Background: an optimization exercise with open tools, aiming at small area and a short achievable clock period. Do not read the settings as production practice. In this exercise RTL edits were held to simulation tests only and were not proved equivalent to the original. Power is estimated from default activity; no workload was simulated.

==> flow/design.v (outline; a module is shown in full before it is edited, if it fits) <==
// module dp_mux2i: 6 lines
// module dp_shifter: 27 lines
// module rf_ao222n: 6 lines
// module rf_ao22n: 6 lines
// module rf_nand3: 3 lines
// module rf_nand2: 3 lines
// module rf_nor2: 3 lines
// module rf_and2p: 3 lines
// module rf_and3p: 3 lines
// module rf_decode: 22 lines
// module rf_wmux: 6 lines
// module rf_read: 35 lines
// module ks_nand2: 3 lines
// module ks_nor2: 3 lines
// module ks_xor2: 3 lines
// module ks_xnor2: 3 lines
// module ks_inv: 3 lines
// module ks_maj3: 3 lines
// module ks_a21oi: 3 lines
// module ks_o21ai: 3 lines
// module ks_adder32: 694 lines
// module ks_addc32: 475 lines
// module ks_adder32p: 472 lines
// module rv32i_top: 178 lines
module rv32i_top #(parameter n = 32)
                (
                input  logic clk,
                input  logic reset_n,
                output logic [n-1:0] imem_addr,
                input  logic [n-1:0] imem_rdata,
                output logic [n-1:0] dmem_addr,
                output logic dmem_re,
                output logic [3:0] dmem_wstrb,
                output logic [n-1:0] dmem_wdata,
                input  logic [n-1:0] dmem_rdata
                );
  // ...
==> flow/run.sh <==
#!/bin/bash
# synth_recipe.tcl (not shown) runs the flow's synth.tcl, then flattens the netlist and writes it again
# the make line also repeats each setting of config.mk as NAME=value (left out here)
make -C /OpenROAD-flow-scripts/flow DESIGN_CONFIG=/design/flow/config.mk WORK_HOME=/design/flow/orfs CLKGATE_MAP_FILE= SYNTH_SCRIPT=/design/flow/synth_recipe.tcl finish
==> flow/config.mk <==
export PLATFORM = sky130hd
export DESIGN_NAME = rv32i_top
export DESIGN_NICKNAME = rv32i_top
export VERILOG_FILES = /design/flow/design.v
export SDC_FILE = /design/flow/constraint.sdc
export NUM_CORES = 4
export LEC_CHECK = 0
export CAP_MARGIN = 20
export CORE_MARGIN = 2
export CORE_UTILIZATION = 50
export CTS_BUF_LIST = sky130_fd_sc_hd__clkbuf_16
export CTS_CLUSTER_DIAMETER = 100
export CTS_CLUSTER_SIZE = 24
export PLACE_DENSITY = 0.65
export SETUP_SLACK_MARGIN = 3.6
export SLEW_MARGIN = 20
export SYNTH_HIERARCHICAL = 1
export TNS_END_PERCENT = 5
==> flow/constraint.sdc <==
create_clock -name core_clock -period 11.5 [get_ports {clk}]
set_input_delay 2.3000 -clock core_clock [delete_from_list [all_inputs] [get_ports {clk}]]
set_output_delay 2.3000 -clock core_clock [all_outputs]
set_load 0.01 [all_outputs]
==> impl.org, run 1 <==
** Routing
- Summing over every cut layer, the via total after detailed routing is between 50000 and 60000.
- Per-cell via count in the routed design :: approximately 7.8
- Antenna viol nets, final :: 0

** Yosys
- Post-Synthesis Cells :: 5233
- By area, the combinational part of the netlist is dominated by compound AO/OA/AOI/OAI gates.
- Post-Syn Area :: around 52000 sq um
- After synthesis, the mean cell area works out to roughly 10 sq um.
- Mux contribution to synthesized area :: 4.57%

** Place
- The number of placed instances, taps included, is ~7000.
- Detailed placer's ending HPWL :: between 150000 and 200000 um

** Worst setup path
- Following the worst setup path forward leads to its endpoint at dmem_addr[20].
- Cell with the largest stage delay on the worst path :: sky130_fd_sc_hd__a222oi_1
- Capture point of the worst reg-to-reg path :: rf_q[749]$_DFF_P_
- The critical path is of the input port to output port type.
- Cells on worst reg2reg path :: 17

** STA
- Worst setup skew after layout :: between 0.03 and 0.04 ns

** Global route
- Met1 Resource Use GR :: about 60%
- The via count of the first global-routing pass came to 50900.

** Cells and area
- rf_q holds more flip-flops than any other register.
- Number of clock buffers in the layout :: 52
- Non-Clock Buffer Count :: about 540
- Post-synthesis to final-layout area growth :: 19.5%
- Fraction of layout instances using a drive strength above 1 :: 18.4%
- For this run, the number of standard cells in the final layout without fillers is about 7200.

** Worst hold path
- For hold timing, the worst endpoint is valid[31]$_DFFE_PN0P_.

** Power
- Combinational logic is responsible for between 20% and 30% of the overall power.
- Fraction of power spent switching nets :: ~35%
- Register share of total power :: about half

** Status
- Result of the run :: complete, no violations

** Run
- Count of maximum capacitance violations :: 0
==> module rf_read, before the edit <==
module rf_read (
    input  logic [31:1]   sel,
    input  logic          x2_rst,
    input  logic [32*32-1:0] q,      
    output logic [31:0]   rdata
);
    genvar b, g;
    generate
        for (b = 0; b < 32; b = b + 1) begin : g_bit
            logic [10:0] y;
            for (g = 0; g < 10; g = g + 1) begin : g_grp
                rf_ao222n u (
                    .a1(sel[3*g+1]), .a2(q[32*(3*g+1) + b]),
                    .b1(sel[3*g+2]), .b2(q[32*(3*g+2) + b]),
                    .c1(sel[3*g+3]), .c2(q[32*(3*g+3) + b]),
                    .y(y[g])
                );
            end
            if (b == 12) begin : g_x2
                assign y[10] = ~((sel[31] & q[32*31 + b]) | x2_rst);
            end else begin : g_one
                assign y[10] = ~(sel[31] & q[32*31 + b]);
            end
            logic [3:0] t;
            logic [1:0] u;
            rf_nand3 n0 (.a(y[0]), .b(y[1]), .c(y[2]), .y(t[0]));
            rf_nand3 n1 (.a(y[3]), .b(y[4]), .c(y[5]), .y(t[1]));
            rf_nand3 n2 (.a(y[6]), .b(y[7]), .c(y[8]), .y(t[2]));
            rf_nand2 n3 (.a(y[9]), .b(y[10]), .y(t[3]));
            rf_nor2  o0 (.a(t[0]), .b(t[1]), .y(u[0]));
            rf_nor2  o1 (.a(t[2]), .b(t[3]), .y(u[1]));
            rf_nand2 f  (.a(u[0]), .b(u[1]), .y(rdata[b]));
        end
    endgenerate
endmodule
==> module rv32i_top, before the edit <==
module rv32i_top #(parameter n = 32)
                (
                input  logic clk,
                input  logic reset_n,
                output logic [n-1:0] imem_addr,
                input  logic [n-1:0] imem_rdata,
                output logic [n-1:0] dmem_addr,
                output logic dmem_re,
                output logic [3:0] dmem_wstrb,
                output logic [n-1:0] dmem_wdata,
                input  logic [n-1:0] dmem_rdata
                );
    logic [31:0] inst;
    logic [31:0] pc;
    assign inst = imem_rdata;
    assign imem_addr = pc;
    logic [6:0] op;
    logic [2:0] f3;
    assign op = inst[6:0];
    assign f3 = inst[14:12];
    logic is_r, is_i, is_load, is_store, is_branch, is_jal, is_jalr, is_lui, is_auipc;
    assign is_r      = (op == 7'b0110011);
    assign is_i      = (op == 7'b0010011);
    assign is_load   = (op == 7'b0000011);
    assign is_store  = (op == 7'b0100011);
    assign is_branch = (op == 7'b1100011);
    assign is_jal    = (op == 7'b1101111);
    assign is_jalr   = (op == 7'b1100111);
    assign is_lui    = (op == 7'b0110111);
    assign is_auipc  = (op == 7'b0010111);
    logic reg_write;
    assign reg_write = is_r | is_i | is_load | is_jal | is_jalr | is_lui | is_auipc;
    logic [31:0] rs1v, rs2v, wdata;
    logic [4:0]  rs1, rs2, rd;
    assign rs1 = inst[19:15];
    assign rs2 = inst[24:20];
    assign rd  = inst[11:7];
    logic [32*32-1:0] rf_q, rf_d;
    logic [31:1] valid, wen, wen_n, sel1, sel2;
    assign rf_q[31:0] = '0;
    assign rf_d[31:0] = '0;
    genvar k, b;
    generate
        for (k = 1; k < 32; k = k + 1) begin : g_reg
            assign wen[k]   = reg_write & (rd == k);
            assign wen_n[k] = ~wen[k];
            for (b = 0; b < 32; b = b + 1) begin : g_bit
                rf_wmux u (.we(wen[k]), .we_n(wen_n[k]), .d(wdata[b]), .q(rf_q[32*k + b]), .y(rf_d[32*k + b]));
            end
            always_ff @(posedge clk)
                rf_q[32*k +: 32] <= rf_d[32*k +: 32];
            always_ff @(posedge clk, negedge reset_n)
                if (!reset_n) valid[k] <= 1'b0;
                else if (wen[k]) valid[k] <= 1'b1;
        end
    endgenerate
    logic x2_rst1, x2_rst2;
    rf_decode dec1 (.addr(rs1), .valid(valid), .sel(sel1), .x2_rst(x2_rst1));
    rf_decode dec2 (.addr(rs2), .valid(valid), .sel(sel2), .x2_rst(x2_rst2));
    rf_read rp1 (.sel(sel1), .x2_rst(x2_rst1), .q(rf_q), .rdata(rs1v));
    rf_read rp2 (.sel(sel2), .x2_rst(x2_rst2), .q(rf_q), .rdata(rs2v));
    logic [31:0] immI, immB, immU, immJ, imm_ls, imm_pc;
    assign immI = {{20{inst[31]}}, inst[31:20]};
    assign immB = {{20{inst[31]}}, inst[7], inst[30:25], inst[11:8], 1'b0};
    assign immU = {inst[31:12], 12'd0};
    assign immJ = {{12{inst[31]}}, inst[19:12], inst[20], inst[30:21], 1'b0};
    assign imm_ls = {{20{inst[31]}}, inst[31:25], (inst[5] & ~inst[2]) ? inst[11:7] : inst[24:20]};
    assign imm_pc = ~inst[2] ? immB : inst[3] ? immJ : immU;
    logic use_rs2, sub, cout, ltu, lts, eq;
    logic [31:0] opb, opbx, sum;
    assign use_rs2 = inst[5] & ~inst[2] & (inst[4] | inst[6]);
    assign sub  = (inst[4] & (f3[2:1] == 2'b01)) |
                  (use_rs2 & (~inst[4] | ((f3 == 3'b000) & inst[30])));
    assign opb  = use_rs2 ? rs2v : imm_ls;
    assign opbx = opb ^ {32{sub}};
    ks_addc32 alu_add (.ci(sub), .a(rs1v), .b(opbx), .s(sum), .co(cout));
    assign ltu  = ~cout;
    assign lts  = (rs1v[31] ^ opb[31]) ? rs1v[31] : ltu;
    assign eq   = (sum == 32'd0);
    logic [31:0] addr;
    ks_adder32 addr_add (.a(rs1v), .b(imm_ls), .s(addr));
    logic [31:0] op2;
    assign op2 = opb;
    logic [31:0] sh_r;
    dp_shifter shifter (
        .a(rs1v), .sh_rs2(rs2v[4:0]), .sh_imm(inst[24:20]), .use_rs2(use_rs2), .left(~f3[2]),
        .fill(inst[30] & rs1v[31] & f3[2]), .y(sh_r)
    );
    assign dmem_addr = addr;
    assign dmem_re   = is_load;
    always_comb begin
        case (f3[1:0])
            2'b00:   dmem_wstrb = {4{is_store}} & (4'b0001 << addr[1:0]);
            2'b01:   dmem_wstrb = {4{is_store}} & (addr[1] ? 4'b1100 : 4'b0011);
            default: dmem_wstrb = {4{is_store}};
        endcase
        case (f3[1:0])
            2'b00:   dmem_wdata = {4{rs2v[7:0]}};
            2'b01:   dmem_wdata = {2{rs2v[15:0]}};
            default: dmem_wdata = rs2v;
        endcase
    end
    logic [7:0]  ld_byte;
    logic [15:0] ld_half;
    logic [31:0] ld_data;
    always_comb begin
        case (addr[1:0])
            2'b00: ld_byte = dmem_rdata[7:0];
            2'b01: ld_byte = dmem_rdata[15:8];
            2'b10: ld_byte = dmem_rdata[23:16];
            default: ld_byte = dmem_rdata[31:24];
        endcase
        ld_half = addr[1] ? dmem_rdata[31:16] : dmem_rdata[15:0];
        case (f3)
            3'b000: ld_data = {{24{ld_byte[7]}}, ld_byte};
            3'b001: ld_data = {{16{ld_half[15]}}, ld_half};
            3'b100: ld_data = {24'd0, ld_byte};
            3'b101: ld_data = {16'd0, ld_half};
            default: ld_data = dmem_rdata;
        endcase
    end
    logic [31:0] pc4, pcimm, npc;
    logic taken;
    assign pc4   = pc + 32'd4;
    ks_adder32p pc_add (.a(pc), .b(imm_pc), .s(pcimm));
    always_comb begin
        case (f3)
            3'b000: taken = eq;
            3'b001: taken = ~eq;
            3'b100: taken = lts;
            3'b101: taken = ~lts;
            3'b110: taken = ltu;
            3'b111: taken = ~ltu;
            default: taken = 1'b0;
        endcase
    end
    assign npc = is_jalr ? {addr[31:1], 1'b0} :
                 ((is_branch & taken) | is_jal) ? pcimm : pc4;
    always_ff @(posedge clk, negedge reset_n)
        if (!reset_n) pc[31:1] <= 31'd0;
        else pc[31:1] <= npc[31:1];
    assign pc[0] = 1'b0;    
    logic alu_op, s_sum, s_shl, s_shr, s_and, s_xor, s_lt, s_ld, s_pc4, s_lui, s_auipc;
    assign alu_op  = inst[4] & ~inst[2];
    assign s_sum   = alu_op & (f3 == 3'b000);
    assign s_shl   = alu_op & (f3 == 3'b001);
    assign s_shr   = alu_op & (f3 == 3'b101);
    assign s_lt    = alu_op & (f3[2:1] == 2'b01);
    assign s_and   = alu_op & (f3[2:1] == 2'b11);                  
    assign s_xor   = alu_op & f3[2] & ~f3[0];                      
    assign s_ld    = ~inst[4] & ~inst[2];
    assign s_pc4   = ~inst[4] & inst[2];
    assign s_lui   = inst[4] & inst[2] & inst[5];
    assign s_auipc = inst[4] & inst[2] & ~inst[5];
    logic [31:0] t_and, t_xor, wb_y0, wb_y1, wb_y2;
    assign t_and = rs1v & op2;
    assign t_xor = rs1v ^ op2;
    genvar wb;
    generate
        for (wb = 0; wb < 32; wb = wb + 1) begin : g_wb
            rf_ao222n u0 (.a1(s_sum), .a2(sum[wb]), .b1(s_shl), .b2(sh_r[31-wb]),
                          .c1(s_shr), .c2(sh_r[wb]), .y(wb_y0[wb]));
            rf_ao222n u1 (.a1(s_and), .a2(t_and[wb]), .b1(s_xor), .b2(t_xor[wb]),
                          .c1(s_ld), .c2(ld_data[wb]), .y(wb_y1[wb]));
            if (wb >= 12) begin : g_u
                rf_ao222n u2 (.a1(s_pc4), .a2(pc4[wb]), .b1(s_auipc), .b2(pcimm[wb]),
                              .c1(s_lui), .c2(inst[wb]), .y(wb_y2[wb]));
            end else if (wb == 0) begin : g_lt
                rf_ao222n u2 (.a1(s_pc4), .a2(pc4[wb]), .b1(s_auipc), .b2(pcimm[wb]),
                              .c1(s_lt), .c2(f3[0] ? ltu : lts), .y(wb_y2[wb]));
            end else begin : g_l
                rf_ao22n u2 (.a1(s_pc4), .a2(pc4[wb]), .b1(s_auipc), .b2(pcimm[wb]),
                             .y(wb_y2[wb]));
            end
            assign wdata[wb] = ~(wb_y0[wb] & wb_y1[wb] & wb_y2[wb]);
        end
    endgenerate
endmodule
==> run 2: changes to the inputs <==
--- a/flow/design.v
+++ b/flow/design.v
@@ -85,17 +85,19 @@
     output logic y
 );
     assign y = (we & d) | (we_n & q);
 endmodule
 module rf_read (
     input  logic [31:1]   sel,
     input  logic          x2_rst,
     input  logic [32*32-1:0] q,      
-    output logic [31:0]   rdata
+    output logic [31:0]   rdata,
+    output logic [31:0]   u0,        
+    output logic [31:0]   u1
 );
     genvar b, g;
     generate
         for (b = 0; b < 32; b = b + 1) begin : g_bit
             logic [10:0] y;
             for (g = 0; g < 10; g = g + 1) begin : g_grp
                 rf_ao222n u (
                     .a1(sel[3*g+1]), .a2(q[32*(3*g+1) + b]),
@@ -113,16 +115,18 @@
             logic [1:0] u;
             rf_nand3 n0 (.a(y[0]), .b(y[1]), .c(y[2]), .y(t[0]));
             rf_nand3 n1 (.a(y[3]), .b(y[4]), .c(y[5]), .y(t[1]));
             rf_nand3 n2 (.a(y[6]), .b(y[7]), .c(y[8]), .y(t[2]));
             rf_nand2 n3 (.a(y[9]), .b(y[10]), .y(t[3]));
             rf_nor2  o0 (.a(t[0]), .b(t[1]), .y(u[0]));
             rf_nor2  o1 (.a(t[2]), .b(t[3]), .y(u[1]));
             rf_nand2 f  (.a(u[0]), .b(u[1]), .y(rdata[b]));
+            assign u0[b] = u[0];
+            assign u1[b] = u[1];
         end
     endgenerate
 endmodule
 module ks_nand2 (input logic a, b, output logic y);
     assign y = ~(a & b);
 endmodule
 module ks_nor2 (input logic a, b, output logic y);
     assign y = ~(a | b);
@@ -134,23 +138,29 @@
     assign y = ~(a ^ b);
 endmodule
 module ks_inv (input logic a, output logic y);
     assign y = ~a;
 endmodule
 module ks_maj3 (input logic a, b, c, output logic y);
     assign y = (a & b) | (a & c) | (b & c);
 endmodule
+module ks_a21o (input logic a1, a2, b1, output logic y);
+    assign y = (a1 & a2) | b1;
+endmodule
+module ks_and3 (input logic a, b, c, output logic y);
+    assign y = a & b & c;
+endmodule
 module ks_a21oi (input logic a1, a2, b1, output logic y);
     assign y = ~((a1 & a2) | b1);
 endmodule
 module ks_o21ai (input logic a1, a2, b1, output logic y);
     assign y = ~((a1 | a2) & b1);
 endmodule
-module ks_adder32 (input logic [31:0] a, b, output logic [31:0] s);
+module ks_adder32 (input logic [31:0] au0, au1, bn, input logic [31:0] a, b, output logic [31:0] s);
     logic g0_0;
     logic pn0_0;
     logic g0_1;
     logic pn0_1;
     logic tn0_1;
     logic g0_2;
     logic pn0_2;
     logic tn0_2;
@@ -472,110 +482,110 @@
     logic g5_25;
     logic g5_26;
     logic g5_27;
     logic g5_28;
     logic g5_29;
     logic g5_30;
     logic g5_31;
     ks_xnor2 u1 (.a(a[0]), .b(b[0]), .y(pn0_0));
-    ks_nand2 u2 (.a(a[0]), .b(b[0]), .y(g0_0));
+    ks_a21o u2 (.a1(au0[0]), .a2(au1[0]), .b1(bn[0]), .y(g0_0));
     ks_xnor2 u3 (.a(a[1]), .b(b[1]), .y(pn0_1));
-    ks_nand2 u4 (.a(a[1]), .b(b[1]), .y(g0_1));
-    ks_nor2 u5 (.a(a[1]), .b(b[1]), .y(tn0_1));
+    ks_a21o u4 (.a1(au0[1]), .a2(au1[1]), .b1(bn[1]), .y(g0_1));
+    ks_and3 u5 (.a(au0[1]), .b(au1[1]), .c(bn[1]), .y(tn0_1));
     ks_xnor2 u6 (.a(a[2]), .b(b[2]), .y(pn0_2));
-    ks_nand2 u7 (.a(a[2]), .b(b[2]), .y(g0_2));
-    ks_nor2 u8 (.a(a[2]), .b(b[2]), .y(tn0_2));
+    ks_a21o u7 (.a1(au0[2]), .a2(au1[2]), .b1(bn[2]), .y(g0_2));
+    ks_and3 u8 (.a(au0[2]), .b(au1[2]), .c(bn[2]), .y(tn0_2));
     ks_xnor2 u9 (.a(a[3]), .b(b[3]), .y(pn0_3));
-    ks_nand2 u10 (.a(a[3]), .b(b[3]), .y(g0_3));
-    ks_nor2 u11 (.a(a[3]), .b(b[3]), .y(tn0_3));
+    ks_a21o u10 (.a1(au0[3]), .a2(au1[3]), .b1(bn[3]), .y(g0_3));
+    ks_and3 u11 (.a(au0[3]), .b(au1[3]), .c(bn[3]), .y(tn0_3));
     ks_xnor2 u12 (.a(a[4]), .b(b[4]), .y(pn0_4));
-    ks_nand2 u13 (.a(a[4]), .b(b[4]), .y(g0_4));
-    ks_nor2 u14 (.a(a[4]), .b(b[4]), .y(tn0_4));
+    ks_a21o u13 (.a1(au0[4]), .a2(au1[4]), .b1(bn[4]), .y(g0_4));
+    ks_and3 u14 (.a(au0[4]), .b(au1[4]), .c(bn[4]), .y(tn0_4));
     ks_xnor2 u15 (.a(a[5]), .b(b[5]), .y(pn0_5));
-    ks_nand2 u16 (.a(a[5]), .b(b[5]), .y(g0_5));
-    ks_nor2 u17 (.a(a[5]), .b(b[5]), .y(tn0_5));
+    ks_a21o u16 (.a1(au0[5]), .a2(au1[5]), .b1(bn[5]), .y(g0_5));
+    ks_and3 u17 (.a(au0[5]), .b(au1[5]), .c(bn[5]), .y(tn0_5));
     ks_xnor2 u18 (.a(a[6]), .b(b[6]), .y(pn0_6));
-    ks_nand2 u19 (.a(a[6]), .b(b[6]), .y(g0_6));
-    ks_nor2 u20 (.a(a[6]), .b(b[6]), .y(tn0_6));
+    ks_a21o u19 (.a1(au0[6]), .a2(au1[6]), .b1(bn[6]), .y(g0_6));
+    ks_and3 u20 (.a(au0[6]), .b(au1[6]), .c(bn[6]), .y(tn0_6));
     ks_xnor2 u21 (.a(a[7]), .b(b[7]), .y(pn0_7));
-    ks_nand2 u22 (.a(a[7]), .b(b[7]), .y(g0_7));
-    ks_nor2 u23 (.a(a[7]), .b(b[7]), .y(tn0_7));
+    ks_a21o u22 (.a1(au0[7]), .a2(au1[7]), .b1(bn[7]), .y(g0_7));
+    ks_and3 u23 (.a(au0[7]), .b(au1[7]), .c(bn[7]), .y(tn0_7));
     ks_xnor2 u24 (.a(a[8]), .b(b[8]), .y(pn0_8));
-    ks_nand2 u25 (.a(a[8]), .b(b[8]), .y(g0_8));
-    ks_nor2 u26 (.a(a[8]), .b(b[8]), .y(tn0_8));
+    ks_a21o u25 (.a1(au0[8]), .a2(au1[8]), .b1(bn[8]), .y(g0_8));
+    ks_and3 u26 (.a(au0[8]), .b(au1[8]), .c(bn[8]), .y(tn0_8));
     ks_xnor2 u27 (.a(a[9]), .b(b[9]), .y(pn0_9));
-    ks_nand2 u28 (.a(a[9]), .b(b[9]), .y(g0_9));
-    ks_nor2 u29 (.a(a[9]), .b(b[9]), .y(tn0_9));
+    ks_a21o u28 (.a1(au0[9]), .a2(au1[9]), .b1(bn[9]), .y(g0_9));
+    ks_and3 u29 (.a(au0[9]), .b(au1[9]), .c(bn[9]), .y(tn0_9));
     ks_xnor2 u30 (.a(a[10]), .b(b[10]), .y(pn0_10));
-    ks_nand2 u31 (.a(a[10]), .b(b[10]), .y(g0_10));
-    ks_nor2 u32 (.a(a[10]), .b(b[10]), .y(tn0_10));
+    ks_a21o u31 (.a1(au0[10]), .a2(au1[10]), .b1(bn[10]), .y(g0_10));
+    ks_and3 u32 (.a(au0[10]), .b(au1[10]), .c(bn[10]), .y(tn0_10));
     ks_xnor2 u33 (.a(a[11]), .b(b[11]), .y(pn0_11));
-    ks_nand2 u34 (.a(a[11]), .b(b[11]), .y(g0_11));
-    ks_nor2 u35 (.a(a[11]), .b(b[11]), .y(tn0_11));
+    ks_a21o u34 (.a1(au0[11]), .a2(au1[11]), .b1(bn[11]), .y(g0_11));
+    ks_and3 u35 (.a(au0[11]), .b(au1[11]), .c(bn[11]), .y(tn0_11));
     ks_xnor2 u36 (.a(a[12]), .b(b[12]), .y(pn0_12));
-    ks_nand2 u37 (.a(a[12]), .b(b[12]), .y(g0_12));
-    ks_nor2 u38 (.a(a[12]), .b(b[12]), .y(tn0_12));
+    ks_a21o u37 (.a1(au0[12]), .a2(au1[12]), .b1(bn[12]), .y(g0_12));
+    ks_and3 u38 (.a(au0[12]), .b(au1[12]), .c(bn[12]), .y(tn0_12));
     ks_xnor2 u39 (.a(a[13]), .b(b[13]), .y(pn0_13));
-    ks_nand2 u40 (.a(a[13]), .b(b[13]), .y(g0_13));
-    ks_nor2 u41 (.a(a[13]), .b(b[13]), .y(tn0_13));
+    ks_a21o u40 (.a1(au0[13]), .a2(au1[13]), .b1(bn[13]), .y(g0_13));
+    ks_and3 u41 (.a(au0[13]), .b(au1[13]), .c(bn[13]), .y(tn0_13));
     ks_xnor2 u42 (.a(a[14]), .b(b[14]), .y(pn0_14));
-    ks_nand2 u43 (.a(a[14]), .b(b[14]), .y(g0_14));
-    ks_nor2 u44 (.a(a[14]), .b(b[14]), .y(tn0_14));
+    ks_a21o u43 (.a1(au0[14]), .a2(au1[14]), .b1(bn[14]), .y(g0_14));
+    ks_and3 u44 (.a(au0[14]), .b(au1[14]), .c(bn[14]), .y(tn0_14));
     ks_xnor2 u45 (.a(a[15]), .b(b[15]), .y(pn0_15));
-    ks_nand2 u46 (.a(a[15]), .b(b[15]), .y(g0_15));
-    ks_nor2 u47 (.a(a[15]), .b(b[15]), .y(tn0_15));
+    ks_a21o u46 (.a1(au0[15]), .a2(au1[15]), .b1(bn[15]), .y(g0_15));
+    ks_and3 u47 (.a(au0[15]), .b(au1[15]), .c(bn[15]), .y(tn0_15));
     ks_xnor2 u48 (.a(a[16]), .b(b[16]), .y(pn0_16));
-    ks_nand2 u49 (.a(a[16]), .b(b[16]), .y(g0_16));
-    ks_nor2 u50 (.a(a[16]), .b(b[16]), .y(tn0_16));
+    ks_a21o u49 (.a1(au0[16]), .a2(au1[16]), .b1(bn[16]), .y(g0_16));
+    ks_and3 u50 (.a(au0[16]), .b(au1[16]), .c(bn[16]), .y(tn0_16));
     ks_xnor2 u51 (.a(a[17]), .b(b[17]), .y(pn0_17));
-    ks_nand2 u52 (.a(a[17]), .b(b[17]), .y(g0_17));
-    ks_nor2 u53 (.a(a[17]), .b(b[17]), .y(tn0_17));
+    ks_a21o u52 (.a1(au0[17]), .a2(au1[17]), .b1(bn[17]), .y(g0_17));
+    ks_and3 u53 (.a(au0[17]), .b(au1[17]), .c(bn[17]), .y(tn0_17));
     ks_xnor2 u54 (.a(a[18]), .b(b[18]), .y(pn0_18));
-    ks_nand2 u55 (.a(a[18]), .b(b[18]), .y(g0_18));
-    ks_nor2 u56 (.a(a[18]), .b(b[18]), .y(tn0_18));
+    ks_a21o u55 (.a1(au0[18]), .a2(au1[18]), .b1(bn[18]), .y(g0_18));
+    ks_and3 u56 (.a(au0[18]), .b(au1[18]), .c(bn[18]), .y(tn0_18));
     ks_xnor2 u57 (.a(a[19]), .b(b[19]), .y(pn0_19));
-    ks_nand2 u58 (.a(a[19]), .b(b[19]), .y(g0_19));
-    ks_nor2 u59 (.a(a[19]), .b(b[19]), .y(tn0_19));
+    ks_a21o u58 (.a1(au0[19]), .a2(au1[19]), .b1(bn[19]), .y(g0_19));
+    ks_and3 u59 (.a(au0[19]), .b(au1[19]), .c(bn[19]), .y(tn0_19));
     ks_xnor2 u60 (.a(a[20]), .b(b[20]), .y(pn0_20));
-    ks_nand2 u61 (.a(a[20]), .b(b[20]), .y(g0_20));
-    ks_nor2 u62 (.a(a[20]), .b(b[20]), .y(tn0_20));
+    ks_a21o u61 (.a1(au0[20]), .a2(au1[20]), .b1(bn[20]), .y(g0_20));
+    ks_and3 u62 (.a(au0[20]), .b(au1[20]), .c(bn[20]), .y(tn0_20));
     ks_xnor2 u63 (.a(a[21]), .b(b[21]), .y(pn0_21));
-    ks_nand2 u64 (.a(a[21]), .b(b[21]), .y(g0_21));
-    ks_nor2 u65 (.a(a[21]), .b(b[21]), .y(tn0_21));
+    ks_a21o u64 (.a1(au0[21]), .a2(au1[21]), .b1(bn[21]), .y(g0_21));
+    ks_and3 u65 (.a(au0[21]), .b(au1[21]), .c(bn[21]), .y(tn0_21));
     ks_xnor2 u66 (.a(a[22]), .b(b[22]), .y(pn0_22));
-    ks_nand2 u67 (.a(a[22]), .b(b[22]), .y(g0_22));
-    ks_nor2 u68 (.a(a[22]), .b(b[22]), .y(tn0_22));
+    ks_a21o u67 (.a1(au0[22]), .a2(au1[22]), .b1(bn[22]), .y(g0_22));
+    ks_and3 u68 (.a(au0[22]), .b(au1[22]), .c(bn[22]), .y(tn0_22));
     ks_xnor2 u69 (.a(a[23]), .b(b[23]), .y(pn0_23));
-    ks_nand2 u70 (.a(a[23]), .b(b[23]), .y(g0_23));
-    ks_nor2 u71 (.a(a[23]), .b(b[23]), .y(tn0_23));
+    ks_a21o u70 (.a1(au0[23]), .a2(au1[23]), .b1(bn[23]), .y(g0_23));
+    ks_and3 u71 (.a(au0[23]), .b(au1[23]), .c(bn[23]), .y(tn0_23));
     ks_xnor2 u72 (.a(a[24]), .b(b[24]), .y(pn0_24));
-    ks_nand2 u73 (.a(a[24]), .b(b[24]), .y(g0_24));
-    ks_nor2 u74 (.a(a[24]), .b(b[24]), .y(tn0_24));
+    ks_a21o u73 (.a1(au0[24]), .a2(au1[24]), .b1(bn[24]), .y(g0_24));
+    ks_and3 u74 (.a(au0[24]), .b(au1[24]), .c(bn[24]), .y(tn0_24));
     ks_xnor2 u75 (.a(a[25]), .b(b[25]), .y(pn0_25));
-    ks_nand2 u76 (.a(a[25]), .b(b[25]), .y(g0_25));
-    ks_nor2 u77 (.a(a[25]), .b(b[25]), .y(tn0_25));
+    ks_a21o u76 (.a1(au0[25]), .a2(au1[25]), .b1(bn[25]), .y(g0_25));
+    ks_and3 u77 (.a(au0[25]), .b(au1[25]), .c(bn[25]), .y(tn0_25));
     ks_xnor2 u78 (.a(a[26]), .b(b[26]), .y(pn0_26));
-    ks_nand2 u79 (.a(a[26]), .b(b[26]), .y(g0_26));
-    ks_nor2 u80 (.a(a[26]), .b(b[26]), .y(tn0_26));
+    ks_a21o u79 (.a1(au0[26]), .a2(au1[26]), .b1(bn[26]), .y(g0_26));
+    ks_and3 u80 (.a(au0[26]), .b(au1[26]), .c(bn[26]), .y(tn0_26));
     ks_xnor2 u81 (.a(a[27]), .b(b[27]), .y(pn0_27));
-    ks_nand2 u82 (.a(a[27]), .b(b[27]), .y(g0_27));
-    ks_nor2 u83 (.a(a[27]), .b(b[27]), .y(tn0_27));
+    ks_a21o u82 (.a1(au0[27]), .a2(au1[27]), .b1(bn[27]), .y(g0_27));
+    ks_and3 u83 (.a(au0[27]), .b(au1[27]), .c(bn[27]), .y(tn0_27));
     ks_xnor2 u84 (.a(a[28]), .b(b[28]), .y(pn0_28));
-    ks_nand2 u85 (.a(a[28]), .b(b[28]), .y(g0_28));
-    ks_nor2 u86 (.a(a[28]), .b(b[28]), .y(tn0_28));
+    ks_a21o u85 (.a1(au0[28]), .a2(au1[28]), .b1(bn[28]), .y(g0_28));
+    ks_and3 u86 (.a(au0[28]), .b(au1[28]), .c(bn[28]), .y(tn0_28));
     ks_xnor2 u87 (.a(a[29]), .b(b[29]), .y(pn0_29));
-    ks_nand2 u88 (.a(a[29]), .b(b[29]), .y(g0_29));
-    ks_nor2 u89 (.a(a[29]), .b(b[29]), .y(tn0_29));
+    ks_a21o u88 (.a1(au0[29]), .a2(au1[29]), .b1(bn[29]), .y(g0_29));
+    ks_and3 u89 (.a(au0[29]), .b(au1[29]), .c(bn[29]), .y(tn0_29));
     ks_xnor2 u90 (.a(a[30]), .b(b[30]), .y(pn0_30));
-    ks_nand2 u91 (.a(a[30]), .b(b[30]), .y(g0_30));
-    ks_nor2 u92 (.a(a[30]), .b(b[30]), .y(tn0_30));
+    ks_a21o u91 (.a1(au0[30]), .a2(au1[30]), .b1(bn[30]), .y(g0_30));
+    ks_and3 u92 (.a(au0[30]), .b(au1[30]), .c(bn[30]), .y(tn0_30));
     ks_xnor2 u93 (.a(a[31]), .b(b[31]), .y(pn0_31));
-    ks_nand2 u94 (.a(a[31]), .b(b[31]), .y(g0_31));
-    ks_nor2 u95 (.a(a[31]), .b(b[31]), .y(tn0_31));
+    ks_a21o u94 (.a1(au0[31]), .a2(au1[31]), .b1(bn[31]), .y(g0_31));
+    ks_and3 u95 (.a(au0[31]), .b(au1[31]), .c(bn[31]), .y(tn0_31));
     ks_o21ai u96 (.a1(tn0_1), .a2(g0_0), .b1(g0_1), .y(g1_1));
     ks_o21ai u97 (.a1(tn0_2), .a2(g0_1), .b1(g0_2), .y(g1_2));
     ks_nor2 u98 (.a(tn0_2), .b(tn0_1), .y(p1_2));
     ks_o21ai u99 (.a1(tn0_3), .a2(g0_2), .b1(g0_3), .y(g1_3));
     ks_nor2 u100 (.a(tn0_3), .b(tn0_2), .y(p1_3));
     ks_o21ai u101 (.a1(tn0_4), .a2(g0_3), .b1(g0_4), .y(g1_4));
     ks_nor2 u102 (.a(tn0_4), .b(tn0_3), .y(p1_4));
     ks_o21ai u103 (.a1(tn0_5), .a2(g0_4), .b1(g0_5), .y(g1_5));
@@ -1840,18 +1850,19 @@
             always_ff @(posedge clk, negedge reset_n)
                 if (!reset_n) valid[k] <= 1'b0;
                 else if (wen[k]) valid[k] <= 1'b1;
         end
     endgenerate
     logic x2_rst1, x2_rst2;
     rf_decode dec1 (.addr(rs1), .valid(valid), .sel(sel1), .x2_rst(x2_rst1));
     rf_decode dec2 (.addr(rs2), .valid(valid), .sel(sel2), .x2_rst(x2_rst2));
-    rf_read rp1 (.sel(sel1), .x2_rst(x2_rst1), .q(rf_q), .rdata(rs1v));
-    rf_read rp2 (.sel(sel2), .x2_rst(x2_rst2), .q(rf_q), .rdata(rs2v));
+    logic [31:0] rs1_u0, rs1_u1;
+    rf_read rp1 (.sel(sel1), .x2_rst(x2_rst1), .q(rf_q), .rdata(rs1v), .u0(rs1_u0), .u1(rs1_u1));
+    rf_read rp2 (.sel(sel2), .x2_rst(x2_rst2), .q(rf_q), .rdata(rs2v), .u0(), .u1());
     logic [31:0] immI, immB, immU, immJ, imm_ls, imm_pc;
     assign immI = {{20{inst[31]}}, inst[31:20]};
     assign immB = {{20{inst[31]}}, inst[7], inst[30:25], inst[11:8], 1'b0};
     assign immU = {inst[31:12], 12'd0};
     assign immJ = {{12{inst[31]}}, inst[19:12], inst[20], inst[30:21], 1'b0};
     assign imm_ls = {{20{inst[31]}}, inst[31:25], (inst[5] & ~inst[2]) ? inst[11:7] : inst[24:20]};
     assign imm_pc = ~inst[2] ? immB : inst[3] ? immJ : immU;
     logic use_rs2, sub, cout, ltu, lts, eq;
@@ -1861,17 +1872,17 @@
                   (use_rs2 & (~inst[4] | ((f3 == 3'b000) & inst[30])));
     assign opb  = use_rs2 ? rs2v : imm_ls;
     assign opbx = opb ^ {32{sub}};
     ks_addc32 alu_add (.ci(sub), .a(rs1v), .b(opbx), .s(sum), .co(cout));
     assign ltu  = ~cout;
     assign lts  = (rs1v[31] ^ opb[31]) ? rs1v[31] : ltu;
     assign eq   = (sum == 32'd0);
     logic [31:0] addr;
-    ks_adder32 addr_add (.a(rs1v), .b(imm_ls), .s(addr));
+    ks_adder32 addr_add (.au0(rs1_u0), .au1(rs1_u1), .bn(~imm_ls), .a(rs1v), .b(imm_ls), .s(addr));
     logic [31:0] op2;
     assign op2 = opb;
     logic [31:0] sh_r;
     dp_shifter shifter (
         .a(rs1v), .sh_rs2(rs2v[4:0]), .sh_imm(inst[24:20]), .use_rs2(use_rs2), .left(~f3[2]),
         .fill(inst[30] & rs1v[31] & f3[2]), .y(sh_r)
     );
     assign dmem_addr = addr;
==> flow/flow/run.sh (new file) <==
#!/bin/bash
# Layout flow: the standard flow (standard.sh, unchanged synthesis and
# steps), except that buffer_ports gives every input and output port a
# sky130_fd_sc_hd__buf_2 instead of its default pick (clkdlybuf4s50_1, a slow
# delay buffer). The full make output goes to standard.log in the work folder;
# ORFS keeps its per-step logs under orfs/logs.
set -euo pipefail
export BUFFER_PORTS_ARGS="-buffer_cell sky130_fd_sc_hd__buf_2"
bash standard.sh > standard.log 2>&1
==> flow/standard.sh (new file) <==
#!/bin/bash
# synth_recipe.tcl (not shown) runs the flow's synth.tcl, then flattens the netlist and writes it again
# the make line also repeats each setting of config.mk as NAME=value (left out here)
make -C /OpenROAD-flow-scripts/flow DESIGN_CONFIG=/design/flow/config.mk WORK_HOME=/design/flow/orfs CLKGATE_MAP_FILE= SYNTH_SCRIPT=/design/flow/synth_recipe.tcl "${@:-finish}"
removed: flow/run.sh
==> run 2 against run 1 <==
  * Critical path depth is 4 lower
  * Register-to-register slack worse by 0.21 ns
  * Synthesized cell count is 0.13% higher
  * Final area is 2.8% lower
  * Die area is 0.44% higher
  * First-iteration DRC count is 6.2% higher
  * Critical endpoint is now dmem_addr[15]
  * Largest cell class unchanged
  * Highest routed layer unchanged
==> impl.org, run 2 <==
** Status
- The flow ran to the end and the layout has no timing, DRC or antenna violations.

** Global route
- Largest net degree at the start of global routing :: between 60 and 70
- The via count of the first global-routing pass came to 49600 (-2.6%).
- Global routing consumed, over all layers together, between 40% and 50% of the routing resources.
- The total overflow left after global routing is 0.
- The number of antenna violations at the first check in global routing is 14.
- First-pass GRT wire length :: 371000 um

** Clock tree
- The H-tree was split into 2 levels.
- The tree built by TritonCTS fans out to about 1100 sinks.
- Clock-pin slew was measured on the worst setup and hold paths at about 0.12 ns.
- Clock root buffer :: sky130_fd_sc_hd__clkbuf_16
- Buffers inserted to repair hold after CTS numbered 0.
- Clock latency reported for the late side of the worst-skew pair :: between 0.7 and 0.8 ns
- TritonCTS clock tree :: yes
- Maximum buffer depth of the clock tree :: 3
- Cts bufs inserted :: 52

** Worst setup path
- The worst setup path is launched from an input port.
- The worst setup path is captured at an output port.
- Capture point of the worst reg-to-reg path :: rf_q[736]$_DFF_P_
- The worst register-to-register path has a setup slack of roughly 5 ns.
- At the worst endpoint, the required time is around 9.2 ns.
- Along the worst path, the maximum fanout reaches 32.
- Critical path startpoint :: imem_rdata[17]
- Critical register-to-register path startpoint :: valid[13]$_DFFE_PN0P_
- The number of cell instances on the worst register-to-register path was 18 (+1).
- By startpoint and endpoint, the worst setup path is classified as input port to output port.
- Data arrival at the endpoint of the critical path :: around 6 ns

** Place
- Buffers placed on the I/O ports in this run total around 170.
- The HPWL reported at the end of detailed placement was 174000 um (-2.8%).
- In this run the cell area measured after placement is 56500 sq um.
- Setup slack after placement :: between 1 and 1.5 ns
- Global placer's final weighted congestion :: 1.10

** Yosys
- Async set or reset register ratio after synthesis :: between 5 and 6%
- Top FF cell, synth :: sky130_fd_sc_hd__dfxtp_1
- Counting flops with a built-in enable in the synthesized netlist gives 0.
- The Yosys step of the flow raised 8 warnings.
- Cell types occupying the most area after synthesis :: sky130_fd_sc_hd__dfxtp_1, sky130_fd_sc_hd__a22o_1, sky130_fd_sc_hd__a222oi_1
- Post-synthesis average cell area :: 9.99 sq um (+0.32%)
- Library cells used by synthesis :: 66
- Sequential cell area fraction in the yosys report :: 40.9%
- Portion of synthesized cell area occupied by the leading cell type :: ~38%
- The gate count after technology mapping is 5240 (+0.13%).
- Post-synthesis sequential element count :: 1054
- The synthesized design spends more area on one cell type than any other, namely sky130_fd_sc_hd__dfxtp_1.
- The synthesized area was 52400 sq um (+0.45%).
- Top cells by count, synth :: sky130_fd_sc_hd__a22o_1, sky130_fd_sc_hd__dfxtp_1, sky130_fd_sc_hd__a222oi_1

** Worst hold path
- Hold Crit Depth :: 1
- In this run the most critical hold path is launched from valid[31]$_DFFE_PN0P_.
- In this run the worst hold path is classified as flop to flop.
- The path with the worst hold slack has its endpoint at valid[31]$_DFFE_PN0P_.

** STA
- Achievable Freq :: about 120 MHz
- Setup repair after global routing could not meet its margin everywhere.
- Dividing the final minimum period by the clock period gives between 70% and 80%.
- Final Setup Violations :: 0
- Transition time of the tightest slew-check pin :: around 1.2 ns
- The clock period could shrink to between 8 and 9 ns.
- Final worst slack :: approximately 3.3 ns
- After routing, the total negative slack on setup checks comes to 0 ns.
- The hold violation count in the final report came to 0.
- Max-slew headroom at the worst pin :: between 15 and 20%
- Worst setup skew after layout :: 0.0577 ns (+0.0225 ns)
- Count of final max-slew check failures :: 0

** Cells and area
- Post-synthesis to final-layout area growth :: 15.6%
- Most frequent cells in the layout :: sky130_fd_sc_hd__a22o_1, sky130_fd_sc_hd__dfxtp_1, sky130_fd_sc_hd__a222oi_1, sky130_fd_sc_hd__nand2_1, sky130_fd_sc_hd__buf_4
- Register with the most flip-flops :: rf_q
- Leading registers by flop count :: rf_q (992), pc (31), valid (31)
- Nets :: 5747
- Post-route cell area :: 60500 sq um
- The register with the most flip-flops in the layout has 992 of them.
- FF/Latch Area :: 21400 sq um
- Footprint of the multi-input gates :: 32400 sq um
- The fraction of layout cells with a size suffix above 1 was 18.1% (-0.28 points).
- Layout filler cell count :: between 9000 and 10000

** Power
- Worst-case vdd ir drop :: between 0.15 and 0.2 mV
- Ratio of total power to cell area :: 134 nW/um^2
- Leakage Power :: around 24 nW

** Floorplan
- Core area :: roughly 100000 sq um
- In this run the core area contains 118 standard-cell rows.
- From left edge to right edge, the die measures approximately 330 um.
- For this configuration, the core starts out at a cell density of around half.
- I/O pin cnt :: about 170
- Die outline height :: 328 um
- The die covers roughly 110000 sq um.

** Routing
- In the final routed layout, each cell accounts on average for 37.8 um.
- After the first detailed-routing iteration, the DRC count stood at 13600.
- Per-cell via count in the routed design :: 7.93 (+1.2%)
- Number of optimization iterations in the first detailed-route pass :: 17
- Total vias in the final route :: 55800 (-0.49%)
- In the routed design, unresolved DRC markers number 0.
- After detailed routing, the total wire length is approximately 270000 um.
- The final antenna-violating net count came to 0 (unchanged).

** Run
- The number of max-capacitance violations reported is 0 (unchanged).
==> run 2: cell count changes after synthesis, sizes merged, moves of 6 or more <==
cell / change
nor2: -44
a21o: +31
and3: +29
nand2: -28
inv: +26
a21oi: -25
o21ai: -23
o211ai: +16
o311ai: +13
clkbuf: +12
buf: -10
nand2b: +7
nor4: +6
==> run 2: metal layers <==
layer	up-vias	track usage [%]	part of all wire (%)
li1	22800	-	-
met1	27200	61.0	36
met5	-	0	0.11
met4	14	32.4	8.9
met2	4853	66.9	40
met3	978	13.8	15
==> run 2: repair_timing <==
action                                 CTS  global route
pin swaps                              102            55
buffers inserted                        38            21
resized for setup                      410            79
setup endpoints to repair              958           563
endpoints found under the hold margin    0             0
cloned                                   3             1
==> run 2: layout make-up <==
type / count / area share (%)
clock inverter: 12 / 0.229
antenna: 4 / 0.0165
multi-input combinational: 4013 / 53.5
sequential: 1054 / 35.4
timing repair buffer: 419 / 5.22
tap: 1380 / 2.85
clock buffer: 52 / 2.15
inverter: 108 / 0.682
==> run 2: worst max-delay path, stage by stage <==
cell	delay (ns)
sky130_fd_sc_hd__buf_6	0.15
sky130_fd_sc_hd__and3b_2	0.30
sky130_fd_sc_hd__buf_4	0.17
sky130_fd_sc_hd__and3_1	0.15
sky130_fd_sc_hd__buf_6	0.22
sky130_fd_sc_hd__a222oi_1	0.35
sky130_fd_sc_hd__nand3_2	0.28
sky130_fd_sc_hd__nor2_4	0.31
sky130_fd_sc_hd__nand2_1	0.44
sky130_fd_sc_hd__xnor2_1	0.55
sky130_fd_sc_hd__xor2_4	0.39
sky130_fd_sc_hd__buf_2	0.21
==> run 2: cell families after synthesis <==
family / after synthesis / share of synthesized area (%)
flip-flops: 1054 / 40.9
AND/OR/NAND/NOR: 1263 / 10.9
multiplexers: 232 / 4.52
AO/OA/AOI/OAI: 2226 / 37.3
XOR/XNOR: 250 / 4.18
adder cells (fa/ha/maj): 34 / 0.810
other: 1 / 0.00716
buffers and inverters: 180 / 1.42
==> run 2: per-module statistics from Yosys, one instance, submodules excluded, excerpt <==
module | cells inside | area (sq um) | times used | flip-flops and latches
ks_o21ai | 1 | 5.00 | 165 | 0
rf_nand2 | 1 | 3.75 | 128 | 0
ks_a21oi | 1 | 8.76 | 114 | 0
ks_xnor2 | 1 | 8.76 | 138 | 0
dp_shifter | 6 | 60.1 | 1 | 0
dp_mux2i | 1 | 10.0 | 192 | 0
==> run 2: worst max-delay path by stage <==
stage	endpoint	depth (start not counted)
2_1_floorplan	rf_q[100]$_DFF_P_	8
3_3_place_gp	pc[18]$_DFF_PN0_	26
3_5_place_dp	pc[19]$_DFF_PN0_	26
4_1_cts	dmem_addr[12]	15
5_1_grt	pc[18]$_DFF_PN0_	24
6_report	dmem_addr[15]	12
==> run 2: stage by stage <==
step	hold slack, ns	instances	total power [W]	utilization, %
floorplan	0.434	5245	0.00517	-
global placement	0.446	6906	0.00591	54.4
detailed placement	0.456	6907	0.00593	54.5
CTS	0.480	7012	0.00797	57.8
global route	0.492	7039	0.00829	58.4
finish	0.480	7042	0.00811	58.4
==> run 2: power breakdown <==
part / internal, W / total [W] / leakage (nW) / switching (W)
clock: 0.000833 / 0.00210 / 0.722 / 0.00127
sequential: 0.00386 / 0.00412 / 8.82 / 0.000264
combinational: 0.000585 / 0.00189 / 14.6 / 0.00130
total: 0.00528 / 0.00811 / 24.2 / 0.00283
==> run 3: changes to the inputs <==
--- a/flow/config.mk
+++ b/flow/config.mk
@@ -9,10 +9,10 @@
 export CORE_MARGIN = 2
 export CORE_UTILIZATION = 50
 export CTS_BUF_LIST = sky130_fd_sc_hd__clkbuf_16
-export CTS_CLUSTER_DIAMETER = 100
-export CTS_CLUSTER_SIZE = 24
-export PLACE_DENSITY = 0.65
-export SETUP_SLACK_MARGIN = 3.6
+export CTS_CLUSTER_DIAMETER = 80
+export CTS_CLUSTER_SIZE = 20
+export PLACE_DENSITY = 0.75
+export SETUP_SLACK_MARGIN = 3.8
 export SLEW_MARGIN = 20
 export SYNTH_HIERARCHICAL = 1
 export TNS_END_PERCENT = 5
==> run 3 against run 2 <==
  * Final area is 3.4% higher
  * Die area stayed put
  * Flip-flop and latch count stayed put
  * Highest routed layer unchanged
  * Setup slack better by 0.040 ns
  * Synthesized area stayed put
  * Maximum frequency is 0.50% higher
  * Clock skew is 0.013 ns lower
  * First-iteration DRC count is 4.6% higher
  * Clock-buffer cell count is 9 higher
==> impl.org, run 3 <==
** Status
- Result of the run :: complete, no violations

** Floorplan
- Chip Width :: 328 um (unchanged)
- The height of the die came to 328 um (unchanged).
- I/O pin cnt :: 167 (unchanged)
- Number of placement rows :: 118 (unchanged)
- The die area came to 107000 sq um (unchanged).
- The effective utilization at floorplan was 50.5% (unchanged).
- The area of the core came to 104000 sq um (unchanged).

** Global route
- The first-pass GRT wire length is 373000 um (+0.53%).
- Largest net degree at the start of global routing :: 69 (+1.5%)
- The number of antenna violations at the first check in global routing was 14 (unchanged).
- The global-route total usage across every layer is 47.0% (+0.049 points).
- Sum of overflow across all layers after global routing :: 0 (unchanged)
- Via count of the first global-routing pass :: 51400 (+3.8%)

** Worst setup path
- On the critical path the largest part of the delay comes from compound AO/OA/AOI/OAI gates.
- The top fanout value on the critical path was 10 (-69%).
- The required time of the worst setup path came to 9.20 ns (about the same).
- Critical register-to-register path startpoint :: valid[16]$_DFFE_PN0P_
- Cells on worst reg2reg path :: 19 (+1)
- The worst setup path is launched from an input port.
- Traced cell by cell, the critical path runs through buf_12 > nor3b_4 > buf_6 > and3_4 > buf_12 > buf_16 > a222oi_1 > nand3_1 > nor2_4 > and3_4 > nor2_2 > a21oi_2 > o21ai_2 > a21oi_2 > o21ai_1 > xnor2_2 > buf_2.
- The worst setup path is captured at an output port.
- The critical path starts at imem_rdata[16].
- The largest individual stage delay along the critical path comes from the cell sky130_fd_sc_hd__a222oi_1.
- Critical path's largest stage delay :: 0.63 ns (+0.08 ns)
- The slack of the worst reg-to-reg path came to 5.12 ns (+0.12 ns).
- The critical path ends at dmem_addr[18].
- Number of cells on the critical path :: 17 (+5)
- WP buf/inv :: 5 (+1)
- The arrival time at the worst endpoint was 5.82 ns (-0.04 ns).
- By startpoint and endpoint, the worst setup path is classified as input port to output port.
- Capture point of the worst reg-to-reg path :: rf_q[74]$_DFF_P_

** STA
- Final worst slack :: 3.38 ns (+0.0405 ns)
- Time the final worst path needs with I/O delays and setup :: 8.12 ns (-0.0405 ns)
- The number of pins exceeding their max-slew limit in the final report is 0 (unchanged).
- The final clock period utilization by the worst path is 70.6% (-0.35 points).
- Max-slew headroom at the worst pin :: 19.7% (+1.5 points)
- The slew at the pin with the worst max-slew slack was 1.20 ns (-0.0219 ns).
- The setup TNS came to 0 ns (unchanged).
- RSZ-0062 raised after global routing :: true
- The maximum achievable frequency is 123 MHz (+0.50%).
- The hold violation count in the final report came to 0 (unchanged).
- Worst setup skew after layout :: 0.0451 ns (-0.0127 ns)
- Final Setup Violations :: 0 (unchanged)
- Hold slack final :: 0.491 ns (+0.0109 ns)

** Power
- The leakage power figure came to 25.1 nW (+3.7%).
- The sum of internal, switching and leakage power was 0.00832 W (+2.6%).
- The power per unit of standard cell area came to 133 nW/um^2 (-0.83%).
- Worst-case vdd ir drop :: 0.130 mV (-16%)

** Yosys
- Post-synthesis average cell area :: 9.99 sq um (unchanged)
- The gate count after technology mapping is 5240 (unchanged).
- Cell types occupying the most area after synthesis :: sky130_fd_sc_hd__dfxtp_1, sky130_fd_sc_hd__a22o_1, sky130_fd_sc_hd__a222oi_1
- Post-Syn Area :: 52400 sq um (unchanged)
- Top FF cell, synth :: sky130_fd_sc_hd__dfxtp_1
- Top cells by count, synth :: sky130_fd_sc_hd__a22o_1, sky130_fd_sc_hd__dfxtp_1, sky130_fd_sc_hd__a222oi_1
- The synthesized flop and latch total is 1054 (unchanged).
- The share of flip-flops with an asynchronous set or reset was 5.88% (unchanged).
- The synthesized design spends more area on one cell type than any other, namely sky130_fd_sc_hd__dfxtp_1.
- Synth warnings :: 8 (unchanged)
- The post-synthesis cell type count came to 66 (unchanged).
- Number of flops mapped to enable cells by yosys :: 0 (unchanged)
- The area share of the largest cell type after synthesis came to 37.9% (unchanged).
- Sequential cell area fraction in the yosys report :: 40.9% (unchanged)

** Clock tree
- The clock-pin transition on the worst setup and hold timing paths is 0.08 ns (-0.04 ns).
- Maximum buffer depth of the clock tree :: 3 (unchanged)
- TritonCTS built the clock tree.
- Post-cts hold buffer count :: 0 (unchanged)
- The count of clock tree sinks is 1054 (unchanged).
- Number of H-tree branching levels :: 2 (unchanged)
- Clock latency reported for the late side of the worst-skew pair :: 0.75 ns (+0.04 ns)
- Cts bufs inserted :: 61 (+17%)
- Clock root buffer :: sky130_fd_sc_hd__clkbuf_16

** Worst hold path
- In this run the most critical hold path is launched from valid[28]$_DFFE_PN0P_.
- Hold Crit Class :: flop to flop

** Place
- The placement-stage worst setup slack was 1.39 ns (+0.0133 ns).
- Global placer's final weighted congestion :: 1.09 (-0.91%)
- The quantity of I/O buffers inserted on ports is 165 (unchanged).
- Detailed placer's ending HPWL :: 170000 um (-1.8%)

** Cells and area
- The number of flip-flops under the largest register name was 992 (unchanged).
- The fraction of layout cells with a size suffix above 1 came to 21.2% (+3.1 points).
- In the layout the commonest cells are sky130_fd_sc_hd__a22o_1, sky130_fd_sc_hd__dfxtp_1, sky130_fd_sc_hd__a222oi_1, sky130_fd_sc_hd__nand2_1, sky130_fd_sc_hd__buf_4.
- From synthesis to final layout, the design area changed by 19.6%.
- Register with the most flip-flops :: rf_q
- Leading registers by flop count :: rf_q (992), pc (31), valid (31)
- The layout net count was 5850 (+1.8%).

** Routing
- The remaining design rule violation count was 0 (unchanged).
- The detailed-router iteration count before antenna repair is 22 (+5).
- Total wirelength of the detailed-routed design :: 268000 um (+0.62%)
- Antenna viol nets, final :: 0 (unchanged)
- 1st-iter DRT viols :: 14200 (+4.6%)
- Per-cell via count in the routed design :: 7.99 (+0.75%)
- The average routed wire per standard cell came to 37.5 um (-0.90%).
- The via count is 57100 (+2.3%).

** Run
- Count of maximum capacitance violations :: 0 (unchanged)
## run 3: changes by cell type in the layout (fill, tap and decap cells not counted), sizes merged, moves of 3 or more
cell and change:
clkbuf +15, and3 +4, inv +3, buf +83
## run 3: worst min-delay path by stage
stage	to	cells past startpoint
6_report	valid[28]$_DFFE_PN0P_	1
5_1_grt	valid[27]$_DFFE_PN0P_	1
4_1_cts	valid[9]$_DFFE_PN0P_	1
3_5_place_dp	valid[9]$_DFFE_PN0P_	1
3_3_place_gp	valid[10]$_DFFE_PN0P_	1
2_1_floorplan	valid[10]$_DFFE_PN0P_	1
## run 3: timing repair
item / in CTS / in global routing
gates resized for setup: 533 / 194
pin swaps: 189 / 151
setup buffers: 78 / 43
setup endpoints to repair: 1081 / 812
gates cloned: 15 / 8
## run 3: cell type report
cell class / instances / area [sq um]
fill: 8888 / 41000
clock inverter: 15 / 123
sequential: 1054 / 21400
antenna: 6 / 15.0
inverter: 108 / 413
multi-input combinational: 4017 / 33000
clock buffer: 61 / 1530
timing repair buffer: 509 / 4370
tap: 1380 / 1730
## run 3: layer usage
layer	vias up	GRT usage, %	wire length (um)
met5	-	1.64	263
met1	27300	58.3	91200
met3	1313	17.4	43100
met2	5482	66.2	106000
met4	10	35.2	27500
li1	23000	-	-
## run 3: stage by stage
stage / cells / util (%) / instance area, sq um
detailed placement: 6921 / 54.4 / 56400
finish: 7150 / 60.4 / 62600
global route: 7145 / 60.4 / 62600
floorplan: 5245 / - / 52400
global placement: 6920 / 54.4 / 56300
CTS: 7090 / 59.0 / 61200
## run 3: power breakdown
group | internal [W] | total, W | switching, W
Sequential | 0.00386 | 0.00413 | 0.000275
Combinational | 0.000622 | 0.00193 | 0.00130
Clock | 0.000960 | 0.00226 | 0.00130
Total | 0.00544 | 0.00832 | 0.00288
## run 3: modules after synthesis, one instance, submodules excluded, excerpt
module     cells inside  copies in the design  flip-flops and latches  cell area (sq um)
ks_inv                1                    63                       0               3.75
ks_a21o               1                    31                       0               7.51
ks_a21oi              1                   114                       0               8.76
rf_nand3              1                   192                       0               5.00
rf_wmux               1                   992                       0               8.76
rf_read              35                     2                       0                155
ks_nor2               1                   114                       0               3.75
rf_ao22n              1                    11                       0               12.5
ks_nand2              1                   136                       0               3.75
ks_xor2               1                    52                       0               8.76
rf_ao222n             1                   725                       0               10.0
## run 3: worst register-to-register path, cell delays in order (launching register included)
cell and delay (ns):
sky130_fd_sc_hd__dfrtp_1 0.42, sky130_fd_sc_hd__and3_4 0.21, sky130_fd_sc_hd__buf_12 0.14, sky130_fd_sc_hd__buf_16 0.17, sky130_fd_sc_hd__a222oi_1 0.45, sky130_fd_sc_hd__nand3_1 0.33, sky130_fd_sc_hd__nor2_2 0.43, sky130_fd_sc_hd__nand2_1 0.10
sky130_fd_sc_hd__buf_4 0.22, sky130_fd_sc_hd__and3_1 0.42, sky130_fd_sc_hd__clkinvlp_4 0.37, sky130_fd_sc_hd__mux2i_1 0.17, sky130_fd_sc_hd__mux2i_1 0.23, sky130_fd_sc_hd__mux2i_1 0.13, sky130_fd_sc_hd__mux2i_1 0.30, sky130_fd_sc_hd__mux2i_1 0.23
sky130_fd_sc_hd__a222oi_1 0.59, sky130_fd_sc_hd__nand3_2 0.62, sky130_fd_sc_hd__buf_4 0.48, sky130_fd_sc_hd__a22o_1 0.25
## run 3: logic make-up (layout without fill, tap and decap cells)
family,count (synthesis),count (layout),synth area share [%]
compound gates,2226,2227,37.3
simple gates,1263,1268,10.9
flops,1054,1054,40.9
xor+xnor,250,250,4.18
mux,232,232,4.52
buf+inv,180,693,1.42
fa+ha+maj,34,34,0.810
other cells,1,12,0.00716
==> run 4: changes to the inputs <==
--- a/flow/config.mk
+++ b/flow/config.mk
@@ -7,7 +7,7 @@
 export LEC_CHECK = 0
 export CAP_MARGIN = 20
 export CORE_MARGIN = 2
-export CORE_UTILIZATION = 50
+export CORE_UTILIZATION = 55
 export CTS_BUF_LIST = sky130_fd_sc_hd__clkbuf_16
 export CTS_CLUSTER_DIAMETER = 80
 export CTS_CLUSTER_SIZE = 20
==> run 4 against run 3 <==
  * Still clean
  * Via count fell by 0.41%
  * First-iteration DRC count fell by 0.35%
  * Synthesized cell count did not move
  * Synthesized area did not move
  * Critical path type unchanged
==> impl.org, run 4 <==
** Routing
- Total wirelength of the detailed-routed design :: 264000 um (-1.3%)
- The detailed-router iteration count before antenna repair is 14 (-36%).
- The violation count after the first detailed-route iteration is 14200 (-0.35%).
- Per-cell via count in the routed design :: 8.13 (+1.9%)
- The remaining design rule violation count was 0 (unchanged).
- The via count came to 56900 (-0.41%).
- Antenna viol nets, final :: 0 (unchanged)
- WL/cell :: 37.8 um (+0.91%)

** Cells and area
- Post-route core utilization :: 65.1% (+4.7 points)
- The largest registers in the layout are rf_q (992), pc (31), valid (31).
- rf_q holds more flip-flops than any other register.
- The number of inserted filler cells in the final layout is 7864 (-12%).
- Post-route non-filler standard cell count :: 6991 (-2.2%)
- The number of flip-flops under the largest register name was 992 (unchanged).
- In the layout the commonest cells are sky130_fd_sc_hd__a22o_1, sky130_fd_sc_hd__dfxtp_1, sky130_fd_sc_hd__a222oi_1, sky130_fd_sc_hd__nand2_1, sky130_fd_sc_hd__buf_4.
- Post-synthesis to final-layout area growth :: 17.7%
- The fraction of layout cells with a size suffix above 1 was 19.8% (-1.4 points).
- The layout net count is 5808 (-0.72%).

** Power
- The clock network fraction of total power came to 27.1% (about the same).
- The net switching component of the power came to 0.00285 W (-0.79%).
- The net switching share of the total power came to 34.5% (-0.14 points).
- Ratio of total power to cell area :: 134 nW/um^2 (+1.2%)
- The total internal power came to 0.00543 W (-0.16%).
- Relative contribution of combinational cells to total power :: 23.1% (about the same)
- Leakage Power :: 24.7 nW (-1.2%)
- The share of power burned in registers is 49.8% (about the same).
- Worst-case vdd ir drop :: 0.149 mV (+14%)

** Place
- Global placer's final weighted congestion :: 1.10 (+1.1%)
- Detailed placer's ending HPWL :: 170000 um (about the same)
- Number of instances in the placed design :: 6796 (-1.8%)
- The quantity of I/O buffers inserted on ports was 165 (unchanged).

** Floorplan
- The die area came to 97700 sq um (-9.0%).
- The height of the die came to 313 um (-4.6%).
- Number of placement rows :: 113 (-4.2%)
- The area of the core came to 94700 sq um (-8.6%).
- The effective utilization at floorplan was 55.3% (+4.8 points).
- The count of boundary I/O pins is 167 (unchanged).
- Chip Width :: 313 um (-4.6%)

** Global route
- Initial antenna violation count :: 10 (-4)
- First-pass GRT wire length :: 370000 um (-0.72%)
- The total overflow reported by the global router was 0 (unchanged).
- Via count of the first global-routing pass :: 50900 (-1.0%)
- Total routing usage reported by global routing :: 51.0% (+4.0 points)
- Largest net degree at the start of global routing :: 71 (+2.9%)

** Status
- Result of the run :: complete, no violations

** Clock tree
- Clk pin slew, worst setup/hold paths :: 0.09 ns (about the same)
- The cell sitting at the root of the clock tree is a sky130_fd_sc_hd__clkbuf_16.
- Number of H-tree branching levels :: 2 (unchanged)
- Clock latency reported for the late side of the worst-skew pair :: 0.74 ns (about the same)
- TritonCTS built the clock tree.
- The number of buffers created by CTS was 59 (-3.3%).
- Post-cts hold buffer count :: 0 (unchanged)
- The maximum number of buffers from clock root to sink was 3 (unchanged).
- The count of clock tree sinks was 1054 (unchanged).

** Yosys
- The synthesized area was 52400 sq um (unchanged).
- By count the netlist is led by sky130_fd_sc_hd__a22o_1, sky130_fd_sc_hd__dfxtp_1, sky130_fd_sc_hd__a222oi_1.
- Library cell occupying the most area in the post-synthesis netlist :: sky130_fd_sc_hd__dfxtp_1
- Library cells used by synthesis :: 66 (unchanged)
- The count of warnings emitted by yosys came to 8 (unchanged).
- Cell types occupying the most area after synthesis :: sky130_fd_sc_hd__dfxtp_1, sky130_fd_sc_hd__a22o_1, sky130_fd_sc_hd__a222oi_1
- Portion of synthesized cell area occupied by the leading cell type :: 37.9% (unchanged)
- The number of synthesized flops with an enable pin is 0 (unchanged).
- The share of flip-flops with an asynchronous set or reset is 5.88% (unchanged).
- Post-Synthesis Cells :: 5240 (unchanged)
- Top FF cell, synth :: sky130_fd_sc_hd__dfxtp_1
- Sequential cell area fraction in the yosys report :: 40.9% (unchanged)
- Post-synthesis sequential element count :: 1054 (unchanged)
- Post-synthesis average cell area :: 9.99 sq um (unchanged)

** Worst setup path
- The worst setup path is captured at an output port.
- Data arrival at the endpoint of the critical path :: 5.79 ns (-0.03 ns)
- The required time of the worst setup path came to 9.20 ns (about the same).
- Critical path's largest stage delay :: 0.53 ns (-0.10 ns)
- Maximum net fanout on the critical path :: 17 (+7)
- The signal on the critical path passes through buf_12 > buf_4 > nor3_4 > buf_12 > and3_4 > buf_8 > a222oi_1 > nand3_2 > nor2_4 > and3_4 > o21ai_4 > a21oi_4 > o21ai_2 > a21oi_2 > o21ai_2 > xnor2_2 > buf_2.
- Cell with the largest stage delay on the worst path :: sky130_fd_sc_hd__a222oi_1
- The worst register-to-register path begins at valid[12]$_DFFE_PN0P_.
- Kind of start point of the critical path :: input port
- Crit Path Class :: input port to output port
- Critical path startpoint :: imem_rdata[17]

** STA
- The relative slew slack is 19.2% (-0.49 points).
- The setup TNS came to 0 ns (unchanged).
- Setup repair after global routing could not meet its margin everywhere.
- The worst-case clock skew is 0.0435 ns (-0.00154 ns).
- The number of failing setup endpoints in the final timing report was 0 (unchanged).
- Number of endpoints with negative hold slack in the final report :: 0 (unchanged)
- The slew at the pin with the worst max-slew slack was 1.21 ns (+0.00737 ns).
- Time the final worst path needs with I/O delays and setup :: 8.09 ns (-0.0263 ns)
- The number of pins exceeding their max-slew limit in the final report came to 0 (unchanged).
- Final period util :: 70.4% (-0.23 points)
- The maximum achievable frequency came to 124 MHz (+0.33%).

** Worst hold path
- The path class of the tightest hold or removal check is flop to flop.
- In this run the most critical hold path is launched from valid[11]$_DFFE_PN0P_.

** Run
- Count of maximum capacitance violations :: 0 (unchanged)
==> run 4: final timing paths <==
path	cells past startpoint	to	slack (ns)
hold reg to reg	1	valid[11]$_DFFE_PN0P_	0.48
setup reg to reg	24	pc[21]$_DFF_PN0_	5.10
setup / recovery	17	dmem_addr[29]	3.41
hold / removal	1	valid[11]$_DFFE_PN0P_	0.48
min in group asynchronous	2	pc[16]$_DFF_PN0_	1.78
max in group asynchronous	2	valid[21]$_DFFE_PN0P_	9.09
==> run 4: repair_timing <==
item                                    in CTS  in global routing
resized for setup                          528                 89
pin swaps                                  183                 85
endpoints found under the setup margin     849                257
hold endpoints to repair                     0                  0
buffers inserted                            80                 22
cloned                                       7                  6
==> run 4: per-stage QoR <==
step / hold WS [ns] / power (W) / area (sq um) / worst slack (ns)
global placement: 0.445 / 0.00589 / 56200 / 1.40
global route: 0.493 / 0.00845 / 61600 / 3.40
detailed placement: 0.454 / 0.00591 / 56200 / 1.30
CTS: 0.479 / 0.00811 / 60800 / 3.62
floorplan: 0.434 / 0.00517 / 52400 / 3.93
finish: 0.483 / 0.00829 / 61600 / 3.41
==> run 4: cell type report <==
type / instances / area, sq um / share of cell area (%)
well taps: 1265 / 1580 / 2.57
clock inverters: 9 / 67.6 / 0.110
diodes: 6 / 15.0 / 0.0244
flip-flops and latches: 1054 / 21400 / 34.7
repair buffers: 473 / 3840 / 6.23
multi-input cells: 4013 / 32700 / 53.1
clock buffers: 63 / 1580 / 2.56
inverters: 108 / 413 / 0.670
==> run 4: per-module statistics from Yosys (local to each module, per instance), a selection <==
module	cell area (sq um)	flops+latches	copies in the design
dp_shifter	60.1	0	1
rf_read	155	0	2
ks_maj3	11.3	0	1
ks_nor2	3.75	0	114
rf_nand3	5.00	0	192
ks_nand2	3.75	0	136
rv32i_top	26300	1054	1
ks_a21oi	8.76	0	114
rf_ao222n	10.0	0	725
rf_nand2	3.75	0	128
ks_xor2	8.76	0	52
ks_xnor2	8.76	0	138
==> run 4: routing by layer <==
| metal | GRT usage (%) | vias to the layer above | routed length (um) |
|---|---|---|---|
| met5 | 0.242 | - | 73 |
| met4 | 37.8 | 8 | 26700 |
| met3 | 18.9 | 1287 | 43100 |
| met2 | 71.4 | 5623 | 104000 |
| met1 | 63.9 | 27000 | 90800 |
| li1 | - | 22900 | - |
==> run 4: cell families after synthesis <==
| group | count (synthesis) | synth area share [%] |
|---|---|---|
| AND/OR/NAND/NOR | 1263 | 10.9 |
| multiplexers | 232 | 4.52 |
| flip-flops | 1054 | 40.9 |
| XOR/XNOR | 250 | 4.18 |
| buffers and inverters | 180 | 1.42 |
| adder cells (fa/ha/maj) | 34 | 0.810 |
| other | 1 | 0.00716 |
| AO/OA/AOI/OAI | 2226 | 37.3 |
==> run 4: critical path: cells and delay by family <==
| family | cells | cell delay, ns |
|---|---|---|
| compound gates | 6 | 1.26 |
| simple gates | 5 | 1.13 |
| buf+inv | 5 | 0.73 |
| xor+xnor | 1 | 0.33 |
==> run 4: power by group through the flow <==
stage,Sequential [W],Clock (W),Combinational (W)
6_report,0.00413,0.00225,0.00191
4_1_cts,0.00411,0.00222,0.00178
5_1_grt,0.00414,0.00235,0.00195
2_1_floorplan,0.00412,0,0.00105
3_5_place_dp,0.00419,0,0.00173
3_3_place_gp,0.00418,0,0.00171

static timing again, ports no longer ideal:
The flow's constraints put no driver on any port. The routed layouts listed below were extracted and timed again, unchanged, in two steps. Step 1 assumes that a clkbuf_16 drives the clock port and a buf_2 every other input. Step 2, shift: input delay + t, output delay - t, t = (earliest + latest rising clock arrival at the registers) / 2. This alone moves slack from input paths to output paths. a / b / c = no drivers / after step 1 / after step 2; a / b = the first two.
run | t (ns) | setup WS [ns]
run 1 | 0.776 | 3.363 / 3.169 / 2.829
run 2 | 0.767 | 3.341 / 3.273 / 2.613
run 3 | 0.799 | 3.382 / 3.298 / 2.753
run 4 | 0.797 | 3.408 / 3.258 / 2.730
After both steps setup and hold are still met in every run listed.
